Background: an optimization exercise with open tools, aiming at small area and a short achievable clock period. Do not read the settings as production practice. The RTL was checked by simulation tests, not by an equivalence proof against the original design.

==> v18: inputs <==
==> flow/design.v (excerpt) <==
module mac_acc_sigmoid(
  input clk2,
  input rst2,
  input [127:0] pixelsIn,
  input [127:0] weightsIn,
  input [7:0] b,
  output [7:0] dout);
clock: 11.5 ns
lec_check: 0
abc_area: 1
cap_margin: 20
core_margin: 2
core_utilization: 40
gpl_routability_driven: 0
setup_slack_margin: 4.3
slew_margin: 20
synth_hierarchical: 1
run.sh (not shown) runs the stock make flow with config.mk's settings and CLKGATE_MAP_FILE= SYNTH_SCRIPT=/design/flow/synth_recipe.tcl, a recipe that flattens the netlist after the stock synthesis.
==> inputs of v37, as changes to v18 <==
--- a/flow/design.v
+++ b/flow/design.v
@@ -694,21 +694,26 @@
     wire [7:0] dataext, datasigned;
     addrConv u1 (addr, sign, lutaddr);
     dist_mem_gen_0 u2 (lutaddr, lutdata);
     assign dataext = {2'b00, lutdata};
     dataConv u3 (dataext, sign, datasigned);
     saturationLogic u4 (datasigned, sign, ovf, data);
 endmodule
 `timescale 1ns / 1ps
-module act10(s, dout);
+module act10m(s, f, q, dout);
   input [21:0] s;
   wire [21:0] s;
+  input f;
+  wire f;
+  input [7:0] q;
+  wire [7:0] q;
   output [7:0] dout;
   wire [7:0] dout;
+  wire [7:0] fo;
   wire _000_;
   wire _001_;
   wire _002_;
   wire _003_;
   wire _004_;
   wire _005_;
   wire _006_;
   wire _007_;
@@ -1141,17 +1146,17 @@
   assign _008_ = 4'h8 >> { _007_, _327_ };
   assign _009_ = 4'h1 >> { s[19], s[16] };
   assign _010_ = 4'h1 >> { s[20], s[18] };
   assign _011_ = 4'h8 >> { _010_, _009_ };
   assign _012_ = 4'h1 >> { s[15], s[21] };
   assign _013_ = 4'h1 >> { s[17], s[14] };
   assign _014_ = 4'h8 >> { _013_, _012_ };
   assign _015_ = 4'h8 >> { _014_, _011_ };
-  assign dout[6] = 4'h1 >> { _015_, _008_ };
+  assign fo[6] = 4'h1 >> { _015_, _008_ };
   assign _016_ = 4'h1 >> { _304_, _290_ };
   assign _017_ = 4'h2 >> { _016_, _293_ };
   assign _018_ = 4'h2 >> s[13:12];
   assign _019_ = 4'h4 >> { _018_, _017_ };
   assign _020_ = 4'h1 >> { _019_, s[13] };
   assign _021_ = 4'h2 >> { _020_, _015_ };
   assign _022_ = 4'h4 >> s[13:12];
   assign _023_ = 4'h8 >> { s[6], s[7] };
@@ -1162,17 +1167,17 @@
   assign _028_ = 4'h1 >> { _027_, _025_ };
   assign _029_ = 4'h2 >> { _304_, s[10] };
   assign _030_ = 4'h8 >> { _029_, s[11] };
   assign _031_ = 4'h4 >> { _030_, _028_ };
   assign _032_ = 4'h2 >> { _031_, _022_ };
   assign _033_ = 4'h2 >> { _032_, s[13] };
   assign _034_ = 4'h8 >> { _033_, _007_ };
   assign _035_ = 4'h4 >> { _034_, _327_ };
-  assign dout[5] = 4'he >> { _035_, _021_ };
+  assign fo[5] = 4'he >> { _035_, _021_ };
   assign _036_ = 4'h1 >> { _166_, s[10] };
   assign _037_ = 4'h2 >> { _036_, s[11] };
   assign _038_ = 4'h4 >> { _037_, _029_ };
   assign _039_ = 4'h4 >> { _038_, _319_ };
   assign _040_ = 4'h1 >> { _039_, s[13] };
   assign _041_ = 4'h1 >> { _319_, s[8] };
   assign _042_ = 4'h4 >> { _041_, _299_ };
   assign _043_ = 4'h2 >> { _042_, _293_ };
@@ -1212,33 +1217,33 @@
   assign _077_ = 4'h2 >> { _032_, s[21] };
   assign _078_ = 4'h4 >> { _077_, _076_ };
   assign _079_ = 4'h4 >> { _078_, _074_ };
   assign _080_ = 4'h1 >> { _019_, _344_ };
   assign _081_ = 4'h8 >> { _342_, s[11] };
   assign _082_ = 4'h1 >> { _081_, _080_ };
   assign _083_ = 4'h1 >> { _015_, _007_ };
   assign _084_ = 4'h1 >> { _083_, _082_ };
-  assign dout[4] = 4'h4 >> { _084_, _079_ };
+  assign fo[4] = 4'h4 >> { _084_, _079_ };
   assign _085_ = 4'h2 >> { _060_, _007_ };
   assign _086_ = 4'h4 >> { s[10], s[12] };
   assign _087_ = 4'h4 >> { _086_, _292_ };
   assign _088_ = 4'h4 >> { s[7], s[11] };
   assign _089_ = 4'h8 >> { _088_, _176_ };
   assign _090_ = 4'h1 >> { _089_, _343_ };
   assign _091_ = 4'h4 >> { _090_, _080_ };
   assign _092_ = 4'h4 >> { _091_, _087_ };
   assign _093_ = 4'h8 >> { s[10], s[11] };
   assign _094_ = 4'h4 >> { _038_, _298_ };
   assign _095_ = 4'h2 >> { _094_, _022_ };
   assign _096_ = 4'h4 >> { _095_, _093_ };
   assign _097_ = 4'h2 >> { _096_, _015_ };
   assign _098_ = 4'h4 >> { _097_, _092_ };
-  assign dout[3] = 4'he >> { _098_, _085_ };
-  assign _099_ = 4'h8 >> { dout[3], _022_ };
+  assign fo[3] = 4'he >> { _098_, _085_ };
+  assign _099_ = 4'h8 >> { fo[3], _022_ };
   assign _100_ = 4'h2 >> { _099_, _015_ };
   assign _101_ = 4'h2 >> { _338_, s[9] };
   assign _102_ = 4'h2 >> { _101_, _346_ };
   assign _103_ = 4'h8 >> { _220_, s[9] };
   assign _104_ = 4'h2 >> { _103_, _068_ };
   assign _105_ = 4'h1 >> { _104_, _038_ };
   assign _106_ = 4'h1 >> { _105_, _155_ };
   assign _107_ = 4'h1 >> { _070_, _019_ };
@@ -1251,17 +1256,17 @@
   assign _114_ = 4'h2 >> { _113_, _032_ };
   assign _115_ = 4'h4 >> { _044_, s[9] };
   assign _116_ = 4'h2 >> { _045_, s[12] };
   assign _117_ = 4'h4 >> { _116_, _115_ };
   assign _118_ = 4'h2 >> { _117_, s[13] };
   assign _119_ = 4'h4 >> { _118_, _114_ };
   assign _120_ = 4'h2 >> { _119_, _007_ };
   assign _121_ = 4'h4 >> { _120_, _074_ };
-  assign dout[2] = 4'he >> { _121_, _111_ };
+  assign fo[2] = 4'he >> { _121_, _111_ };
   assign _122_ = 4'h4 >> { _069_, _017_ };
   assign _123_ = 4'h8 >> { _304_, s[11] };
   assign _124_ = 4'h1 >> { _308_, _298_ };
   assign _125_ = 4'h1 >> { _124_, _041_ };
   assign _126_ = 4'h1 >> { _125_, _292_ };
   assign _127_ = 4'h1 >> { _126_, _337_ };
   assign _128_ = 4'h1 >> { _127_, _176_ };
   assign _129_ = 4'h2 >> { _128_, _053_ };
@@ -1304,17 +1309,17 @@
   assign _168_ = 4'h1 >> { _167_, _049_ };
   assign _169_ = 4'h2 >> { _168_, _056_ };
   assign _170_ = 4'h4 >> { _169_, _165_ };
   assign _171_ = 4'h2 >> { _170_, _040_ };
   assign _172_ = 4'h4 >> { _171_, _162_ };
   assign _173_ = 4'h1 >> { _172_, _324_ };
   assign _174_ = 4'h4 >> { _173_, _158_ };
   assign _175_ = 4'h2 >> { _174_, _007_ };
-  assign dout[1] = 4'he >> { _175_, _148_ };
+  assign fo[1] = 4'he >> { _175_, _148_ };
   assign _177_ = 4'h8 >> { _242_, s[8] };
   assign _178_ = 4'h1 >> { _177_, _029_ };
   assign _179_ = 4'h8 >> { _067_, _297_ };
   assign _180_ = 4'h1 >> { _179_, _178_ };
   assign _181_ = 4'h2 >> { _180_, _132_ };
   assign _182_ = 4'h4 >> { _040_, _293_ };
   assign _183_ = 4'h4 >> { _182_, _181_ };
   assign _184_ = 4'h1 >> { _066_, _331_ };
@@ -1406,21 +1411,22 @@
   assign _279_ = 4'h4 >> { _140_, _093_ };
   assign _280_ = 4'h4 >> { _279_, _278_ };
   assign _281_ = 4'h2 >> { _199_, _155_ };
   assign _282_ = 4'h4 >> { _281_, _280_ };
   assign _283_ = 4'h1 >> { _282_, _276_ };
   assign _284_ = 4'h4 >> { _283_, _256_ };
   assign _285_ = 4'h4 >> { _284_, _248_ };
   assign _287_ = 4'h2 >> { _285_, _015_ };
-  assign dout[0] = 4'he >> { _287_, _243_ };
-  assign dout[7] = 4'h2 >> { _008_, s[21] };
+  assign fo[0] = 4'he >> { _287_, _243_ };
+  assign fo[7] = 4'h2 >> { _008_, s[21] };
   assign r[7] = r[6];
   assign sign = s[21];
   assign y = s[21:5];
+  assign dout = f ? fo : q;
 endmodule
 `timescale 1ns / 1ps
 module mac_acc_sigmoid(
   input clk2,
   input rst2,
   input [127:0] pixelsIn,
   input [127:0] weightsIn,
   input [7:0] b,
@@ -4648,21 +4654,19 @@
   fa3 u_os18(.a(acc0_18), .b(acc1_18), .c(acc2_18), .s(os18), .co(oc18));
   wire os19, oc19;
   fa3 u_os19(.a(acc0_19), .b(acc1_19), .c(acc2_19), .s(os19), .co(oc19));
   wire os20, oc20;
   fa3 u_os20(.a(acc0_20), .b(acc1_20), .c(acc2_20), .s(os20), .co(oc20));
   wire os21, oc21;
   fa3 u_os21(.a(acc0_21), .b(acc1_21), .c(acc2_21), .s(os21), .co(oc21));
   assign sum = {~os21, ~os20, ~os19, ~os18, ~os17, ~os16, ~os15, ~os14, ~os13, ~os12, ~os11, ~os10, ~os9, ~os8, ~os7, ~os6, ~os5, ~os4, ~os3, ~os2, ~os1, ~os0} + {~oc20, ~oc19, ~oc18, ~oc17, ~oc16, ~oc15, ~oc14, ~oc13, ~oc12, ~oc11, ~oc10, ~oc9, ~oc8, ~oc7, ~oc6, ~oc5, ~oc4, ~oc3, ~oc2, ~oc1, ~oc0, ~1'b1};
-  wire [7:0] fout;
-  act10 sig(sum, fout);
+  act10m sig(.s(sum), .f(f), .q(dreg), .dout(dout));
   always @(posedge clk2)
-    if (f) dreg <= fout;
-  assign dout = f ? fout : dreg;
+    dreg <= dout;       
 endmodule
 module fa3(input a, input b, input c, output s, output co);
   assign s = a ^ b ^ c;
   assign co = (a & b) | (a & c) | (b & c);
 endmodule
 module ha2n(input a, input b, output s, output co);
   assign s = ~(a ^ b);
   assign co = a | b;
SETUP_SLACK_MARGIN = 4.6   (was 4.3)
==> flow_summary_export.csv <==
group,metric,value,unit
timing,worst_pin_slew,0.843,ns
worst_setup_path,arrival,7.45,ns
run_status,status,"finished clean",
global_route,grt_pass1_wl,188000,µm
detailed_routing,m1WireLength,44900,µm
finish,multi_input_cells,2577,
worst_setup_path,r2r-start,"acc0_1",
detailed_routing,dr_wl_met3,15400,µm
timing,fmax,0.139,GHz
finish,final_area,0.0340,mm²
finish,finish.utilization,44.7,%
placed_design,dp_cells,4330,
Source of the figures above: v18

==> flow_summary_export.csv <==
group,metric,value,unit
worst_setup_path,slowest_stage,"fa_2",
worst_setup_path,timing.rr.end,"acc2_12",
global_route,gr-max-usage-layer,"met2",
finish,multi_input_cells,2592,
worst_setup_path,r2r-start,"acc1_1",
worst_setup_path,cp.depth,12,
finish,finish.utilization,46.5,%
finish,nNetsFinal,4698,
detailed_routing,dr_wl_met3,15500,µm
finish,multi_input_area,0.0279,mm²
worst_setup_path,arrival,7.37,ns
global_route,grt_pass1_wl,188000,µm
detailed_routing,m1WireLength,45600,µm
run_status,status,"finished clean",
Source of the figures above: v37

[separate check: timing with driven ports]
No port has a modelled driver above. Below, the same layouts with a new extraction and two added sets of constraints.
Step 1 assumes that a clkbuf_16 drives the clock port and a buf_2 every other input.
Step 2 times the ports against the registers' clock, not the clock port: input delays grow and output delays shrink by t, the midpoint of the rising clock arrivals with the driver on.
Slacks: no drivers / after step 1 / after step 2; pairs: no drivers / after step 1.
| run | t (ns) | setup WS [ns] | worst setup path after step 2 |
|---|---|---|---|
| v18 | 0.445 | 4.301 / 4.304 / 3.859 | input to register |
| v37 | 0.432 | 4.449 / 4.411 / 3.979 | input to register |
After both steps setup and hold are still met in every run listed. The setup slack of v37, which loses most, moves by -0.038 ns with the drivers and by -0.470 ns with both steps.
